Source: an optimization exercise on an open RTL-to-GDS flow (aim: small area). Production flows keep margins and buffers that such runs may drop.
Function was checked by simulation only, so behaviour that the tests miss may differ from the original.
Power figures rest on the tool's default switching activity, not on a simulated workload.

File: standard.sh
#!/bin/bash
# synth_recipe.tcl (not shown) runs the flow's synth.tcl, then flattens the netlist and writes it again
# the make line also repeats each setting of config.mk as NAME=value (left out here)
make -C /OpenROAD-flow-scripts/flow DESIGN_CONFIG=/design/flow/config.mk WORK_HOME=/design/flow/orfs CLKGATE_MAP_FILE= SYNTH_SCRIPT=/design/flow/synth_recipe.tcl "${@:-finish}"
File: flow/run.sh
#!/bin/bash
# Layout flow: the standard flow (standard synthesis unchanged), with
# two changes to how the layout is built:
#  - ports are buffered with the smallest buffer (sky130_fd_sc_hd__buf_1)
#    instead of the default delay buffer; every port still gets a buffer;
#  - the clock tree clusters up to 25 sinks within 100 um per leaf buffer
#    and adds no dummy loads.
# Each tool's full output is kept under orfs/logs; the output of the make
# run itself goes to standard.log in this folder.
set -e
cp standard.sh standard.sh.log
export BUFFER_PORTS_ARGS="-buffer_cell sky130_fd_sc_hd__buf_1"
export CTS_ARGS="-sink_clustering_enable -repair_clock_nets -dont_use_dummy_load -sink_clustering_size 25 -sink_clustering_max_diameter 100"
bash standard.sh > standard.log 2>&1
File: constraint.sdc
create_clock -name core_clock -period 10.0 [get_ports {pclk_i}]
set_input_delay 2.0000 -clock core_clock [delete_from_list [all_inputs] [get_ports {pclk_i}]]
set_output_delay 2.0000 -clock core_clock [all_outputs]
set_load 0.01 [all_outputs]
File: design.v
module apb_controller
(
    input                   pclk_i     ,
    input                   psel_i     ,
    input                   penable_i  ,
    input                   presetn_i  ,
    input                   ack_w_i    ,
    input                   ack_r_i    ,
    input                   pwrite_i   ,
    input      [31:0]       paddr_i    ,
    input      [31:0]       pwdata_i   ,
    input                   err_w_i    ,
    input                   err_r_i    ,
    input      [31:0]       rdata_i    ,
    input                   irq        ,
    output reg [31:0]       prdata_o   ,
    output reg              pslverr_o  ,
    output reg              req_w_o    ,
    output reg              req_r_o    ,
    output reg              pready_o   ,
    output reg [5:0]        addr_o     ,
    output reg [31:0]       data_o
);
    localparam [3:0] CHECK_PSEL_PEN = 4'd0,
                     CHECK_PWEN     = 4'd1,
                     REQ_WRITE      = 4'd2,
                     ACK_WRITE      = 4'd3,
                     WRITE_RDY      = 4'd4,
                     WRITE_ERR      = 4'd5,
                     REQ_READ       = 4'd6,
                     ACK_READ       = 4'd7,
                     READ_RDY       = 4'd8;
    reg  [3:0]  state   ;
    reg         r_err_i ;
    reg         write_o ;
    always @(posedge pclk_i)
        if (presetn_i && state == CHECK_PSEL_PEN && psel_i && penable_i) begin
            addr_o  <= {|paddr_i[31:5], paddr_i[4:0]};
            data_o  <= pwdata_i;
            write_o <= pwrite_i;
        end
    wire rd_done = (state == REQ_READ) && req_r_o && ack_r_i;
    always @(posedge pclk_i)
        if (!presetn_i || rd_done)
            prdata_o <= {32{presetn_i}} & rdata_i;
    always @(posedge pclk_i)
        if (!presetn_i) begin
            state     <= CHECK_PSEL_PEN;
            req_w_o   <= 1'b0;
            req_r_o   <= 1'b0;
            pready_o  <= 1'b1;
            pslverr_o <= 1'b1;
            r_err_i   <= 1'b0;
        end else
            case (state)
                CHECK_PSEL_PEN: begin
                    pslverr_o <= 1'b0;
                    if (psel_i && penable_i) begin
                        state    <= CHECK_PWEN;
                        pready_o <= 1'b0;
                    end else
                        pready_o <= 1'b1;
                end
                CHECK_PWEN:
                    if (irq && write_o)  state <= WRITE_ERR;
                    else if (write_o)    state <= REQ_WRITE;
                    else                 state <= REQ_READ;
                REQ_WRITE:
                    if (req_w_o && ack_w_i) begin
                        r_err_i <= err_w_i;
                        req_w_o <= 1'b0;
                        state   <= ACK_WRITE;
                    end else
                        req_w_o <= 1'b1;
                ACK_WRITE:
                    if (!ack_w_i) state <= WRITE_RDY;
                WRITE_RDY, READ_RDY: begin
                    pready_o  <= 1'b1;
                    pslverr_o <= r_err_i;
                    state     <= CHECK_PSEL_PEN;
                end
                WRITE_ERR: begin
                    pready_o  <= 1'b1;
                    pslverr_o <= 1'b1;
                    state     <= CHECK_PSEL_PEN;
                end
                REQ_READ:
                    if (req_r_o && ack_r_i) begin
                        r_err_i  <= err_r_i;
                        req_r_o  <= 1'b0;
                        state    <= ACK_READ;
                    end else
                        req_r_o <= 1'b1;
                ACK_READ:
                    if (!ack_r_i) state <= READ_RDY;
                default: state <= CHECK_PSEL_PEN;
            endcase
endmodule
module fifo_ctrl
    (
        input               clk             ,
        input               rstn            ,
        output reg          err_fifo_full_o ,
        input               req_i           ,
        input       [1:0]   numb_cpu_i      ,
        output reg  [3:0]   ack_o           ,
        output reg          s_tvalid_o      ,
        input               s_tready_i
    );
    localparam [2:0] REQ = 3'd0, WR = 3'd1, ERR = 3'd2, FIN = 3'd3, DEL = 3'd4;
    reg [1:0] c_delay;
    reg [2:0] state;
    always @(posedge clk)
        if (!rstn) begin
            err_fifo_full_o <= 1'b0;
            ack_o           <= 4'd0;
            s_tvalid_o      <= 1'b0;
            c_delay         <= 2'd0;
            state           <= REQ;
        end else
            case (state)
                REQ:
                    if (req_i && s_tready_i)  state <= WR;
                    else if (req_i)           state <= ERR;
                WR: begin
                    s_tvalid_o <= 1'b1;
                    state      <= FIN;
                end
                ERR: begin
                    err_fifo_full_o    <= 1'b1;
                    ack_o[numb_cpu_i]  <= 1'b1;
                    state              <= DEL;
                end
                FIN: begin
                    s_tvalid_o         <= 1'b0;
                    ack_o[numb_cpu_i]  <= 1'b1;
                    state              <= DEL;
                end
                DEL:
                    if (c_delay != 2'b11)
                        c_delay <= c_delay + 2'd1;
                    else begin
                        ack_o[numb_cpu_i] <= 1'b0;
                        if (!req_i) state <= REQ;
                        c_delay         <= 2'd0;
                        err_fifo_full_o <= 1'b0;
                    end
                default: state <= REQ;
            endcase
endmodule
module mux
    (
        input               clk             ,
        input               rstn            ,
        input       [3:0]   req_i           ,
        output reg  [3:0]   mux_err_o       ,
        output reg  [3:0]   mux_req_o       ,
        output reg  [1:0]   mux_numb_cpu_o  ,
        input               mux_err_i       ,
        input       [3:0]   ack_i           ,
        output reg  [3:0]   mux_ack_o
    );
    reg [1:0] state;
    always @(posedge clk)
        if (!rstn) begin
            state          <= 2'd0;
            mux_err_o      <= 4'd0;
            mux_req_o      <= 4'd0;
            mux_ack_o      <= 4'd0;
            mux_numb_cpu_o <= 2'd0;
        end else begin
            if (req_i[state]) begin
                mux_err_o[state] <= mux_err_i;
                mux_req_o[state] <= 1'b1;
                mux_ack_o[state] <= ack_i[state];
                mux_numb_cpu_o   <= state;
            end else begin
                mux_req_o[state] <= 1'b0;
                if (!ack_i[state]) begin
                    mux_ack_o[state] <= 1'b0;
                    state            <= state + 2'd1;
                end
            end
        end
endmodule
module reg_model
    (
        input               clk         ,
        input               rstn        ,
        input       [36:0]  m_tdata_i   ,
        input               m_tvalid_i  ,
        output reg          m_tready_o  ,
        input               req_i       ,
        input       [5:0]   addr_r_i    ,
        input       [1:0]   numb_r_cpu_i,
        output reg  [31:0]  rdata_r_o   ,
        output reg          err_r_o     ,
        output reg  [3:0]   ack_r_o     ,
        output      [3:0]   irq_o
    );
    reg [15:0]          f_busy      ;
    reg [24*32-1:0]     mem         ;
    reg                 f_wr        ;
    reg [1:0]           c_delay     ;
    reg [1:0]           c_delay_w   ;
    reg [31:0]          r_data      ;
    reg [2:0]           r_cls       ;
    reg [1:0]           r_numb      ;
    genvar g;
    generate
        for (g = 0; g < 4; g = g + 1) begin : g_irq
            assign irq_o[g] = |f_busy[4*g +: 4];
        end
    endgenerate
    localparam [1:0] RDY = 2'd0, WR = 2'd1, WAIT = 2'd2, WAIT_RD = 2'd3;
    localparam [1:0] REQ = 2'd0, ERR_ADDR = 2'd1, READ = 2'd2, WAIT_R = 2'd3;
    reg [1:0] state_wr;
    reg [1:0] state_r;
    wire [3:0]  w_slot    = {r_cls[1:0], r_numb};
    wire        w_is_slot = !r_cls[2];
    wire        w_busy    = w_is_slot && f_busy[w_slot];
    wire [4:0]  w_reg     = {r_cls, r_numb};
    wire        w_go      = (state_wr == WR) && (r_cls != 3'd7) && !w_busy;
    wire        w_wdata   = w_go && (r_cls <= 3'd5);
    wire        w_wstat   = w_go && (r_cls <= 3'd4);
    wire        w_inc     = (state_wr == WR) && (r_cls == 3'd7);
    wire [1:0]  q_numb    = m_tdata_i[36:35];
    wire [31:0] q_cnt     = mem[32*(20 + q_numb) +: 32] + 32'd1;
    wire        r_big     = addr_r_i[5];
    wire [4:0]  r_a       = addr_r_i[4:0];
    wire        r_bad     = r_big || (r_a[4] && r_a[3]);
    wire        r_own     = !r_big && !r_a[4] && (r_a[3:2] == numb_r_cpu_i);
    reg  [23:0] r_sel;
    integer m;
    always @(posedge clk)
        for (m = 0; m < 24; m = m + 1)
            r_sel[m] <= (m < 16) ? (!r_a[4] && r_a[3:0] == m) : (r_a[4] && r_a[2:0] == m - 16);
    reg  [31:0] r_word;
    always @* begin
        r_word = 32'd0;
        for (m = 0; m < 24; m = m + 1)
            r_word = r_word | ({32{r_sel[m]}} & mem[32*m +: 32]);
    end
    wire        r_clr     = (state_r == READ) && r_own;
    always @(posedge clk)
        if (rstn && state_wr == RDY && m_tvalid_i) begin
            r_data <= (m_tdata_i[34:32] == 3'd7) ? q_cnt : m_tdata_i[31:0];
            r_cls  <= m_tdata_i[34:32];
            r_numb <= m_tdata_i[36:35];
        end
    wire [31:0] d_data = {32{rstn}} & r_data;
    generate
        for (g = 0; g < 24; g = g + 1) begin : g_reg
            wire wd = w_wdata && (w_reg == g);
            if (g < 16) begin : g_slot
                always @(posedge clk)
                    if (!rstn || wd) mem[32*g +: 32] <= d_data;
            end else if (g < 20) begin : g_stat
                always @(posedge clk)
                    if (!rstn || wd) mem[32*g+4 +: 28] <= d_data[31:4];
                genvar b;
                for (b = 0; b < 4; b = b + 1) begin : g_bit
                    wire set = w_wstat && (r_cls == g - 16) && (r_numb == b);
                    wire clr = r_clr && (numb_r_cpu_i == g - 16) && (r_a[1:0] == b);
                    always @(posedge clk)
                        if (!rstn || clr || set || wd)
                            mem[32*g+b] <= rstn && !clr && (set || r_data[b]);
                end
            end else begin : g_cnt
                wire inc = w_inc && (r_numb == g - 20);
                if (g == 20) begin : g_set
                    always @(posedge clk)
                        if (!rstn || wd || inc) mem[32*g+4 +: 28] <= d_data[31:4];
                    genvar b;
                    for (b = 0; b < 4; b = b + 1) begin : g_bit
                        wire set = w_wstat && (r_cls == 3'd4) && (r_numb == b);
                        always @(posedge clk)
                            if (!rstn || set || wd || inc)
                                mem[32*g+b] <= rstn && (set || d_data[b]);
                    end
                end else begin : g_plain
                    always @(posedge clk)
                        if (!rstn || wd || inc) mem[32*g +: 32] <= d_data;
                end
            end
        end
    endgenerate
    integer n;
    always @(posedge clk)
        if (!rstn)
            f_busy <= 16'd0;
        else
            for (n = 0; n < 16; n = n + 1) begin
                if (w_go && w_is_slot && w_slot == n)
                    f_busy[n] <= 1'b1;
                if (r_clr && r_a[3:0] == n)
                    f_busy[n] <= 1'b0;
            end
    always @(posedge clk)
        if (!rstn) begin
            m_tready_o  <= 1'b1;
            rdata_r_o   <= 32'd0;
            err_r_o     <= 1'b0;
            ack_r_o     <= 4'd0;
            f_wr        <= 1'b0;
            state_wr    <= RDY;
            state_r     <= REQ;
            c_delay     <= 2'd0;
            c_delay_w   <= 2'd0;
        end else begin
            case (state_wr)
                RDY:
                    if (m_tvalid_i) begin
                        m_tready_o <= 1'b1;
                        state_wr   <= WR;
                    end
                WR: begin
                    m_tready_o <= 1'b0;
                    f_wr       <= 1'b1;
                    if (r_cls != 3'd7 && w_busy)
                        state_wr <= WAIT_RD;
                    else
                        state_wr <= WAIT;
                end
                WAIT: begin
                    f_wr <= 1'b0;
                    if (c_delay_w != 2'b11)
                        c_delay_w <= c_delay_w + 2'd1;
                    else begin
                        c_delay_w <= 2'd0;
                        state_wr  <= RDY;
                    end
                end
                WAIT_RD: begin
                    f_wr <= 1'b0;
                    if (!w_busy)
                        state_wr <= WR;
                end
            endcase
            case (state_r)
                REQ:
                    if (req_i) state_r <= ERR_ADDR;
                ERR_ADDR:
                    if (r_bad) begin
                        ack_r_o[numb_r_cpu_i] <= 1'b1;
                        err_r_o               <= 1'b1;
                        state_r               <= WAIT_R;
                    end else if (!f_wr)
                        state_r <= READ;
                READ: begin
                    rdata_r_o             <= r_word;
                    ack_r_o[numb_r_cpu_i] <= 1'b1;
                    state_r               <= WAIT_R;
                end
                WAIT_R:
                    if (c_delay != 2'b11)
                        c_delay <= c_delay + 2'd1;
                    else begin
                        c_delay               <= 2'd0;
                        ack_r_o[numb_r_cpu_i] <= 1'b0;
                        err_r_o               <= 1'b0;
                        if (!req_i) state_r <= REQ;
                    end
            endcase
        end
endmodule
module axis_fifo #
(
    parameter DATA_WIDTH = 37
)
(
    input  wire                   clk,
    input  wire                   rst,
    input  wire [DATA_WIDTH-1:0]  s_axis_tdata,
    input  wire                   s_axis_tvalid,
    output wire                   s_axis_tready,
    output wire [DATA_WIDTH-1:0]  m_axis_tdata,
    output wire                   m_axis_tvalid,
    input  wire                   m_axis_tready
);
    localparam NST = 33;
    reg [1:0]            wr_ptr_reg;
    reg [1:0]            rd_ptr_reg;
    reg [DATA_WIDTH-1:0] mem0, mem1;
    reg [DATA_WIDTH-1:0] pipe [0:NST-1];
    reg [NST-1:0]        valid;
    wire full  = wr_ptr_reg == (rd_ptr_reg ^ 2'b10);
    wire empty = wr_ptr_reg == rd_ptr_reg;
    assign s_axis_tready = !full;
    assign m_axis_tdata  = pipe[NST-1];
    assign m_axis_tvalid = valid[NST-1];
    wire [NST-1:0] hole_at_or_after;
    genvar g;
    generate
        for (g = 0; g < NST; g = g + 1) begin : g_hole
            if (g == NST-1) begin : g_last
                assign hole_at_or_after[g] = !valid[g];
            end else begin : g_mid
                assign hole_at_or_after[g] = !valid[g] || hole_at_or_after[g+1];
            end
        end
    endgenerate
    wire [NST-1:0] adv = {NST{m_axis_tready}} | hole_at_or_after;
    always @(posedge clk)
        if (s_axis_tvalid && !full) begin
            if (wr_ptr_reg[0]) mem1 <= s_axis_tdata;
            else               mem0 <= s_axis_tdata;
        end
    always @(posedge clk) begin
        if (adv[0])
            pipe[0] <= rd_ptr_reg[0] ? mem1 : mem0;
    end
    generate
        for (g = 1; g < NST; g = g + 1) begin : g_pipe
            always @(posedge clk)
                if (adv[g]) pipe[g] <= pipe[g-1];
        end
    endgenerate
    integer j;
    always @(posedge clk)
        if (rst) begin
            wr_ptr_reg <= 2'd0;
            rd_ptr_reg <= 2'd0;
            valid      <= {NST{1'b0}};
        end else begin
            if (s_axis_tvalid && !full)
                wr_ptr_reg <= wr_ptr_reg + 2'd1;
            if (m_axis_tready)
                valid[NST-1] <= 1'b0;
            for (j = NST-1; j > 0; j = j - 1)
                if (adv[j]) begin
                    valid[j]   <= valid[j-1];
                    valid[j-1] <= 1'b0;
                end
            if (adv[0]) begin
                valid[0] <= 1'b0;
                if (!empty) begin
                    valid[0]   <= 1'b1;
                    rd_ptr_reg <= rd_ptr_reg + 2'd1;
                end
            end
        end
endmodule
module top_mailbox
    #(
        parameter   [31:0]  W_WIDTH_SYS     =   32  ,
        parameter   [31:0]  N_NUMB_CPU      =   4   ,
        parameter   [31:0]  K_FIFO_DEPTH    =   32  ,
        parameter   [31:0]  WIDTH_ADDR      =   32  ,
        parameter           FIFO_DATA       =   W_WIDTH_SYS + WIDTH_ADDR + 32
    )
    (
        input  wire                                         pclk_i     ,
        input  wire                                         presetn_i  ,
        input  wire [N_NUMB_CPU-1: 0]                       psel_i     ,
        input  wire [N_NUMB_CPU-1: 0]                       penable_i  ,
        input  wire [N_NUMB_CPU-1: 0]                       pwrite_i   ,
        input  wire [N_NUMB_CPU*W_WIDTH_SYS-1:0]            paddr_i    ,
        input  wire [N_NUMB_CPU*WIDTH_ADDR-1:0]             pwdata_i   ,
        output wire [N_NUMB_CPU*W_WIDTH_SYS-1:0]            prdata_o   ,
        output wire [N_NUMB_CPU-1: 0]                       pslverr_o  ,
        output wire [N_NUMB_CPU-1: 0]                       pready_o   ,
        output wire [N_NUMB_CPU-1: 0]                       irq
    );
    genvar  i;
    wire [3:0]          w_req_w_mx, w_req_r_mx;
    wire [3:0]          w_ack_w_mx, w_ack_r_mx;
    wire [3:0]          w_err_w_apb, w_err_r_apb;
    wire [3:0]          w_req_w_reg, w_req_r_reg;
    wire [1:0]          w_numb_w, w_numb_r;
    wire [5:0]          w_addr [0:3];
    wire [31:0]         w_data [0:3];
    wire [3:0]          w_irq;
    wire                w_err_fifo_full;
    wire [3:0]          w_ack_w;
    wire                w_fifo_svalid, w_fifo_sready;
    wire [36:0]         w_m_tdata;
    wire                w_m_tvalid, w_m_tready;
    wire [31:0]         w_rdata_r;
    wire                w_err_r;
    wire [3:0]          w_ack_r;
    assign irq = w_irq;
    generate
        for (i = 0; i < 4; i = i + 1) begin : gen_apb_ctrl
            apb_controller apb_ctrl_inst (
                .pclk_i     (pclk_i),
                .presetn_i  (presetn_i),
                .psel_i     (psel_i[i]),
                .penable_i  (penable_i[i]),
                .pwrite_i   (pwrite_i[i]),
                .paddr_i    (paddr_i [i*32 +: 32]),
                .pwdata_i   (pwdata_i[i*32 +: 32]),
                .prdata_o   (prdata_o[i*32 +: 32]),
                .pslverr_o  (pslverr_o[i]),
                .pready_o   (pready_o[i]),
                .ack_w_i    (w_ack_w_mx[i]),
                .ack_r_i    (w_ack_r_mx[i]),
                .req_w_o    (w_req_w_mx[i]),
                .req_r_o    (w_req_r_mx[i]),
                .err_w_i    (w_err_w_apb[i]),
                .err_r_i    (w_err_r_apb[i]),
                .rdata_i    (w_rdata_r),
                .irq        (w_irq[i]),
                .addr_o     (w_addr[i]),
                .data_o     (w_data[i])
            );
        end
    endgenerate
    mux write_mux (
        .clk            (pclk_i),
        .rstn           (presetn_i),
        .req_i          (w_req_w_mx),
        .mux_err_o      (w_err_w_apb),
        .mux_req_o      (w_req_w_reg),
        .mux_numb_cpu_o (w_numb_w),
        .mux_err_i      (w_err_fifo_full),
        .ack_i          (w_ack_w),
        .mux_ack_o      (w_ack_w_mx)
    );
    fifo_ctrl fifo_ctrl (
        .clk            (pclk_i),
        .rstn           (presetn_i),
        .err_fifo_full_o(w_err_fifo_full),
        .req_i          (|w_req_w_reg),
        .numb_cpu_i     (w_numb_w),
        .ack_o          (w_ack_w),
        .s_tvalid_o     (w_fifo_svalid),
        .s_tready_i     (w_fifo_sready)
    );
    wire [5:0]  w_wa    = w_addr[w_numb_w];
    wire        w_match = w_wa[1:0] == w_numb_w;
    wire [2:0]  w_cls   = !w_match                           ? 3'd7 :
                          (w_wa[5] || (w_wa[4] && w_wa[3])) ? 3'd6 :
                                                              w_wa[4:2];
    axis_fifo #(.DATA_WIDTH(37)) fifo_wr (
        .clk            (pclk_i),
        .rst            (!presetn_i),
        .s_axis_tdata   ({w_numb_w, w_cls, w_data[w_numb_w]}),
        .s_axis_tvalid  (w_fifo_svalid),
        .s_axis_tready  (w_fifo_sready),
        .m_axis_tdata   (w_m_tdata),
        .m_axis_tvalid  (w_m_tvalid),
        .m_axis_tready  (w_m_tready)
    );
    mux read_mux (
        .clk            (pclk_i),
        .rstn           (presetn_i),
        .req_i          (w_req_r_mx),
        .mux_err_o      (w_err_r_apb),
        .mux_req_o      (w_req_r_reg),
        .mux_numb_cpu_o (w_numb_r),
        .mux_err_i      (w_err_r),
        .ack_i          (w_ack_r),
        .mux_ack_o      (w_ack_r_mx)
    );
    reg_model reg_model_inst (
        .clk            (pclk_i),
        .rstn           (presetn_i),
        .m_tdata_i      (w_m_tdata),
        .m_tvalid_i     (w_m_tvalid),
        .m_tready_o     (w_m_tready),
        .req_i          (|w_req_r_reg),
        .addr_r_i       (w_addr[w_numb_r]),
        .numb_r_cpu_i   (w_numb_r),
        .rdata_r_o      (w_rdata_r),
        .err_r_o        (w_err_r),
        .ack_r_o        (w_ack_r),
        .irq_o          (w_irq)
    );
endmodule
File: config.mk
export PLATFORM = sky130hd
export DESIGN_NAME = top_mailbox
export DESIGN_NICKNAME = top_mailbox
export VERILOG_FILES = /design/flow/design.v
export SDC_FILE = /design/flow/constraint.sdc
export NUM_CORES = 4
export LEC_CHECK = 0
export CAP_MARGIN = 20
export CORE_MARGIN = 2
export CORE_UTILIZATION = 40
export SLEW_MARGIN = 20
==> impl_metrics.toml, run 1 <==
[run_status]
status = "no timing/DRC/antenna violations"

[sta]
rsz0062_at_grt = "false"
fmax_mhz = 219
slew_viol_final = 0
tns_ns = 0
fin_crit_ns = 4.57
period_share = 0.457
max-slew-margin-rel = 0.227
worst_pin_slew_ns = 1.15
finClkSkew_ns = 0.105
setup_viol = 0
hold_slack_ns = 0.350
hold_viol = 0

[synth]
yosys.area.top_type = "edfxtp_1"
syn_inst = 4491
synthTopCellsByCount = "2384 x edfxtp_1, 206 x nand2_1, 205 x nor2_1"
synthFlopType = "edfxtp_1"
synth-compound-area-share = 0.0516
syn_avg_cell_area_um2 = 19.8
seq_area_frac_synth = 0.853
syn_area_mm2 = 0.0887
synth_cell_type_count = 71
synthArstFlopShare = 0
netlist.area_leader.share = 0.807
synth.net_count = 4777
ys_ff_latch = 2587
yosysWarnings = 7
yosys.area_share.xor_xnor = 0.00375
synth-edff-count = 2384
synth_fa_ha_area_frac = 0.00226
synth-simple-area-share = 0.0485
yosys-top-cells-area = "edfxtp_1 81%, dfxtp_1 4.6%, mux4_2 2.0%, a22oi_1 1.4%, a221oi_1 0.96%"
yosysMostFrequentCell = "edfxtp_1"
synth_top_family_by_area = "compound AO/OA/AOI/OAI gates"
synth.mux.area_fraction = 0.0298

[global_routing]
grt_pass1_wl_um = 274000
gr-total-overflow = 0
grt_max_degree = 139
grt_pass1_vias = 42200
grtUsageTotal = 0.164
antenna_found_initial = 7

[pwr]
sw_frac_of_total = 0.213
switchingPower_mw = 4.74
clkPwrFrac = 0.229
pwr-share-comb = 0.071
p_per_area_mw_per_mm2 = 229
power.total_mw = 22.2
p_leak_nw = 32.0
sequentialPowerShare = 0.700
ir_drop_v = 0.000151
internal-power_mw = 17.5

[critical_path]
critPathKind = "reg -> out"
end_kind = "output pin"
arrival_ns = 2.57
critPathLaunchType = "flip-flop"
cp.required_ns = 8.00
critPathMaxFanout = 3
rrSetupSlack_ns = 5.74

[finish]
multi_input_area_mm2 = 0.0122
nFillCells = 18800
reg_top3 = "fifo_wr.pipe x1221, reg_model_inst.mem x768"
post-route-util = 0.441
fin_cells = 7897
fin_nets = 5220
largest_reg_flops = 1221
drive_above_1_share = 0.0868
seq_area_mm2 = 0.0757
area_growth_pct = 9.35
top_register = "fifo_wr.pipe"

[die]
die_x_um = 475
start_util = 0.403
die_h_um = 475
core_area_mm2 = 0.220
dieArea_mm2 = 0.226
rows = 172
ios = 410

[clock_network]
cts_made_buffers = 117
clockBufferDepth = 3
clk_latency_ns = 0.81
htree_levels = 3
clock-sinks = 2587
cts_setup_buffers = 0
cts_repair_resize_count = 0
ctsHoldBuffers = 0
cts_root_buffer = "clkbuf_16"
clk_pin_slew_ns = 0.10
tritoncts = "built"

[placed_design]
gp_congestion = 0.910
place_hpwl_um = 108000
port_buffers = 409
place_inst = 7773

[detailed_routing]
ant_nets = 0
detail_route.first_pass.iterations = 9
routed_wl_um = 189000
drtIter0Drc = 4548
avgRoutedWirePerCell_um = 24.0
vias = 42500
via_per_inst = 5.39
drc = 0

[worst_hold_path]
hp-class = "reg -> reg"

[flow_run]
cap_violations = 0
## routing by layer
| metal | track usage | vias up | wire length, µm |
|---|---|---|---|
| met4 | 0.0541 | 2 | 6500 |
| met2 | 0.274 | 1857 | 91700 |
| li1 | - | 18700 | - |
| met1 | 0.219 | 21700 | 76300 |
| met5 | 0 | - | 13 |
| met3 | 0.0258 | 324 | 14900 |
## critical path, cell delays in order (launching register included)
cell,delay (ns)
dfxtp_1,0.34
nor4_1,0.93
buf_4,0.27
inv_1,0.07
buf_1,0.15
## cell families (layout without fill, tap and decap cells)
kind of cell,Yosys count,after routing
and+or+nand+nor,841,841
muxes,157,157
DFF,2587,2587
buffers and inverters,245,686
AOI/OAI and AO/OA,607,607
adders and majority gates,16,16
other,0,7
xor gates and xnor gates,38,38
## power groups by stage
stage	Sequential, mW	Clock [mW]	Combinational (mW)
finish	15.6	5.10	1.57
global route	15.8	5.57	1.71
CTS	15.6	5.25	1.59
detailed placement	15.8	0	1.58
global placement	15.7	0	1.55
floorplan	15.5	0	1.10
## final timing paths
path	endpoint	cells after the start	startpoint
min	fifo_wr.pipe[32][7]$_DFFE_PN_	0	fifo_wr.pipe[31][7]$_DFFE_PP_
min reg2reg	fifo_wr.pipe[32][7]$_DFFE_PN_	0	fifo_wr.pipe[31][7]$_DFFE_PP_
max	irq[0]	4	reg_model_inst.f_busy[1]$_SDFFE_PP0P_
max reg2reg	reg_model_inst.mem[269]$_DFFE_PP_	5	reg_model_inst.r_numb[0]$_DFFE_PP_
## cells in the final DEF (no fill, tap or decap), drive strengths merged, types with 19 or more instances in the layout
cell and instances:
a221oi 97, nor3 31, nand2 207, dfxtp 203, clkbuf 118, o21ai 79
nor2b 19, nand2b 27, and2 63, inv 64, nor4 46, edfxtp 2384
mux2 39, o221a 32, nor2 205, a222oi 32, a22oi 170, nand3 77
nand4 87, a21oi 81, a22o 64, buf 502, xor2 22, mux4 81
mux2i 37
## per-stage QoR
| stage | area, µm² | setup WS [ns] |
|---|---|---|
| CTS | 97000 | 5.47 |
| global placement | 94000 | 5.45 |
| global route | 97000 | 5.43 |
| floorplan | 88700 | 4.51 |
| finish | 97000 | 5.43 |
| detailed placement | 94100 | 5.39 |
## layout make-up
cell class	instances	area share
Tap cell	2958	0.0381
Antenna cell	7	0.000181
Inverter	66	0.00258
Clock buffer	117	0.0302
Timing Repair Buffer	503	0.0237
Multi-Input combinational cell	1659	0.125
Sequential cell	2587	0.780
==> inputs of run 2 (changes only) <==
--- a/design.v
+++ b/design.v
@@ -105,5 +105,5 @@
         input       [1:0]   numb_cpu_i      ,
         output reg  [3:0]   ack_o           ,
-        output reg          s_tvalid_o      ,
+        output wire         s_tvalid_o      ,
         input               s_tready_i
     );
@@ -111,9 +111,9 @@
     reg [1:0] c_delay;
     reg [2:0] state;
+    assign s_tvalid_o = state == FIN;
     always @(posedge clk)
         if (!rstn) begin
             err_fifo_full_o <= 1'b0;
             ack_o           <= 4'd0;
-            s_tvalid_o      <= 1'b0;
             c_delay         <= 2'd0;
             state           <= REQ;
@@ -123,8 +123,6 @@
                     if (req_i && s_tready_i)  state <= WR;
                     else if (req_i)           state <= ERR;
-                WR: begin
-                    s_tvalid_o <= 1'b1;
-                    state      <= FIN;
-                end
+                WR:
+                    state <= FIN;
                 ERR: begin
                     err_fifo_full_o    <= 1'b1;
@@ -133,5 +131,4 @@
                 end
                 FIN: begin
-                    s_tvalid_o         <= 1'b0;
                     ack_o[numb_cpu_i]  <= 1'b1;
                     state              <= DEL;
@@ -154,8 +151,6 @@
         input               rstn            ,
         input       [3:0]   req_i           ,
-        output reg  [3:0]   mux_err_o       ,
         output reg  [3:0]   mux_req_o       ,
         output reg  [1:0]   mux_numb_cpu_o  ,
-        input               mux_err_i       ,
         input       [3:0]   ack_i           ,
         output reg  [3:0]   mux_ack_o
@@ -165,5 +160,4 @@
         if (!rstn) begin
             state          <= 2'd0;
-            mux_err_o      <= 4'd0;
             mux_req_o      <= 4'd0;
             mux_ack_o      <= 4'd0;
@@ -171,5 +165,4 @@
         end else begin
             if (req_i[state]) begin
-                mux_err_o[state] <= mux_err_i;
                 mux_req_o[state] <= 1'b1;
                 mux_ack_o[state] <= ack_i[state];
@@ -466,5 +459,4 @@
     wire [3:0]          w_req_w_mx, w_req_r_mx;
     wire [3:0]          w_ack_w_mx, w_ack_r_mx;
-    wire [3:0]          w_err_w_apb, w_err_r_apb;
     wire [3:0]          w_req_w_reg, w_req_r_reg;
     wire [1:0]          w_numb_w, w_numb_r;
@@ -498,6 +490,6 @@
                 .req_w_o    (w_req_w_mx[i]),
                 .req_r_o    (w_req_r_mx[i]),
-                .err_w_i    (w_err_w_apb[i]),
-                .err_r_i    (w_err_r_apb[i]),
+                .err_w_i    (w_err_fifo_full),
+                .err_r_i    (w_err_r),
                 .rdata_i    (w_rdata_r),
                 .irq        (w_irq[i]),
@@ -511,8 +503,6 @@
         .rstn           (presetn_i),
         .req_i          (w_req_w_mx),
-        .mux_err_o      (w_err_w_apb),
         .mux_req_o      (w_req_w_reg),
         .mux_numb_cpu_o (w_numb_w),
-        .mux_err_i      (w_err_fifo_full),
         .ack_i          (w_ack_w),
         .mux_ack_o      (w_ack_w_mx)
@@ -547,8 +537,6 @@
         .rstn           (presetn_i),
         .req_i          (w_req_r_mx),
-        .mux_err_o      (w_err_r_apb),
         .mux_req_o      (w_req_r_reg),
         .mux_numb_cpu_o (w_numb_r),
-        .mux_err_i      (w_err_r),
         .ack_i          (w_ack_r),
         .mux_ack_o      (w_ack_r_mx)
==> run 2 against run 1 <==
Against the previous run: sequential power fell by about 20%; worst setup slack improved by 0.45 ns; non-clock buffer count fell by 8; combinational power fell by 34%; critical path type is now reg -> reg; clock-buffer cell count fell by 1; still clean on timing, DRC and antenna; total power fell by 16%.
==> impl_metrics.toml, run 2 <==
[synth]
yosysWarnings = 7
syn_area_mm2 = 0.0889
synth_cell_type_count = 75
synth-edff-count = 2384
synthArstFlopShare = 0
yosysMostFrequentCell = "edfxtp_1"
syn_avg_cell_area_um2 = 19.9
syn_inst = 4472
ys_ff_latch = 2578
synth.net_count = 4758
seq_area_frac_synth = 0.849
synthTopCellsByCount = "2384 x edfxtp_1, 194 x dfxtp_1, 181 x nand2_1"
netlist.area_leader.share = 0.805
yosys-top-cells-area = "edfxtp_1 81%, dfxtp_1 4.4%, mux4_2 1.7%, a22oi_1 1.4%, a221oi_1 0.96%"
yosys.area.top_type = "edfxtp_1"
synthFlopType = "edfxtp_1"

[sta]
rsz0062_at_grt = "false"
fin_crit_ns = 4.12
max-slew-margin-rel = 0.258
fmax_mhz = 243
finClkSkew_ns = 0.103
period_share = 0.412
slew_viol_final = 0
hold_slack_ns = 0.358
setup_viol = 0
tns_ns = 0
hold_viol = 0
worst_pin_slew_ns = 1.11

[critical_path]
arrival_ns = 4.65
end_kind = "flip-flop"
critPathMaxFanout = 25
r2r-end = "reg_model_inst.r_data[20]$_DFFE_PP_"
reg2reg_depth = 6
rrSetupSlack_ns = 5.88
cp.required_ns = 10.53
reg2reg_from = "fifo_wr.pipe[32][35]$_DFFE_PN_"
critPathLaunchType = "flip-flop"
critPathKind = "reg -> reg"

[finish]
drive_above_1_share = 0.0913
area_growth_pct = 9.21
nFillCells = 19000
top_register = "fifo_wr.pipe"
reg_top3 = "fifo_wr.pipe x1221, reg_model_inst.mem x768"
final_common_cell = "edfxtp_1"
most-common-layout-cells = "2384 x edfxtp_1, 408 x buf_1, 191 x dfxtp_1"
fin_nets = 5174
largest_reg_flops = 1221

[clock_network]
clk_latency_ns = 0.79
cts_root_buffer = "clkbuf_16"
cts_repair_resize_count = 0
clock-sinks = 2578
cts_setup_buffers = 0
cts_made_buffers = 116
ctsHoldBuffers = 0
htree_levels = 3
clockBufferDepth = 3
clk_pin_slew_ns = 0.09
tritoncts = "built"

[worst_hold_path]
hold_end = "fifo_wr.pipe[17][30]$_DFFE_PP_"
min_from = "fifo_wr.pipe[16][30]$_DFFE_PP_"
hp-class = "reg -> reg"
whs_path_depth = 0

[die]
start_util = 0.401
dieArea_mm2 = 0.226
die_h_um = 475
rows = 173
core_area_mm2 = 0.222
die_x_um = 475
ios = 410

[placed_design]
port_buffers = 409
gp_congestion = 0.961
place_hpwl_um = 113000

[global_routing]
grt_pass1_vias = 42600
grtUsageTotal = 0.168
antenna_found_initial = 12
grt_max_degree = 140
grt_pass1_wl_um = 281000
gr-total-overflow = 0

[pwr]
p_per_area_mw_per_mm2 = 191
ir_drop_v = 0.000189
power.total_mw = 18.6
p_leak_nw = 31.8

[detailed_routing]
drtIter0Drc = 5135
via_per_inst = 5.49
avgRoutedWirePerCell_um = 24.7
detail_route.first_pass.iterations = 6
routed_wl_um = 194000
drc = 0
vias = 43200
ant_nets = 0

[flow_run]
cap_violations = 0

[run_status]
status = "no timing/DRC/antenna violations"
[run 2: changes by cell type in the layout (fill, tap and decap cells not counted), moves of 11 or more]
cell and delta:
o211ai_1 +17, a31oi_1 +14, xor2_1 -15, nand2_1 -41
or4_1 +16, nor3_1 +14, mux4_1 +13, nor2_1 -27
mux4_2 -11, o21ai_1 -15, nand2_2 +14, a21oi_1 -36
o221a_2 +30
[run 2: where the power goes]
group | switching (mW) | internal [mW]
registers | 0.239 | 12.2
clock network | 3.00 | 2.06
logic | 0.675 | 0.353
total | 3.92 | 14.6
[run 2: metrics by stage]
step           worst slack (ns)  cells   util  cell area (µm²)
2_1_floorplan              4.32   4472      -            88900
3_3_place_gp               5.28   7742  0.424            94100
3_5_place_dp               5.21   7743  0.425            94100
4_1_cts                    5.81   7859  0.438            97000
5_1_grt                    5.70   7872  0.438            97100
6_report                   5.88   7874  0.438            97100
[run 2: how the worst max path moves through the flow]
stage | startpoint | endpoint | slack [ns] | cells past startpoint
floorplan | presetn_i | reg_model_inst.r_cls[0]$_DFFE_PP_ | 4.32 | 4
global placement | presetn_i | reg_model_inst.mem[359]$_DFFE_PP_ | 5.28 | 4
detailed placement | presetn_i | gen_apb_ctrl[2].apb_ctrl_inst.prdata_o[23]$_DFFE_PP_ | 5.21 | 3
CTS | reg_model_inst.f_busy[10]$_SDFFE_PP0P_ | irq[2] | 5.81 | 2
global route | fifo_wr.pipe[32][35]$_DFFE_PN_ | reg_model_inst.r_data[20]$_DFFE_PP_ | 5.70 | 6
finish | fifo_wr.pipe[32][35]$_DFFE_PN_ | reg_model_inst.r_data[20]$_DFFE_PP_ | 5.88 | 6
[run 2: per-layer routing]
metal | wire length [µm] | share of wire | vias up | global-route usage
met3 | 16800 | 0.086 | 277 | 0.0312
li1 | - | - | 18800 | -
met1 | 79300 | 0.41 | 22200 | 0.232
met4 | 6110 | 0.031 | 0 | 0.0533
met5 | 0 | 0 | - | 0
met2 | 92300 | 0.47 | 2005 | 0.270
[run 2: logic make-up (layout without fill, tap and decap cells)]
logic type,after synthesis,after routing,share of synthesized area
buffers and inverters,259,673,0.0122
other,0,13,0
AOI/OAI and AO/OA,628,628,0.0563
adders and majority gates,16,16,0.00225
DFF,2578,2578,0.849
muxes,160,160,0.0310
and+or+nand+nor,810,810,0.0474
xor gates and xnor gates,21,21,0.00207
[run 2: area by class of cell]
| class | count | area, µm² | area share |
|---|---|---|---|
| well taps | 2975 | 3720 | 0.0383 |
| inverters | 62 | 234 | 0.00241 |
| repair buffers | 495 | 2230 | 0.0230 |
| clock buffers | 116 | 2900 | 0.0299 |
| diodes | 13 | 32.5 | 0.000335 |
| flip-flops and latches | 2578 | 75500 | 0.777 |
| multi-input cells | 1635 | 12500 | 0.129 |
[run 2: critical path, stage by stage, from the launching register on]
cell	delay, ns
edfxtp_1	0.75
buf_4	0.62
mux4_1	0.65
nand4_2	0.32
or4_1	0.86
or4_1	0.50
a31oi_1	0.20

[what the ideal ports hide]
The flow's constraints put no driver on any port. The routed layouts listed below were extracted and timed again, unchanged, in two steps. Step 1 sets driving cells, clkbuf_16 on the clock port and buf_2 on the other inputs (assumed; they add their load-dependent delay and slew). Step 2 also shifts input and output timing later by t, the mid clock arrival at the registers, as if the neighbouring blocks saw the same clock. Slacks: no drivers / after step 1 / after step 2; pairs: no drivers / after step 1.
run | t, ns | setup WS [ns] | hold slack, ns | worst slew at a driven data input, ns | pins driven straight from the clock port
run 1 | 0.825 | 5.431 / 5.341 / 5.357 | 0.350 / 0.350 / 0.350 | 0.14 | 1
run 2 | 0.829 | 5.879 / 5.821 / 5.218 | 0.358 / 0.358 / 0.358 | 0.15 | 1
After both steps setup and hold are still met in every run listed. The setup slack of run 2, which loses most, moves by -0.058 ns with the drivers and by -0.661 ns with both steps.
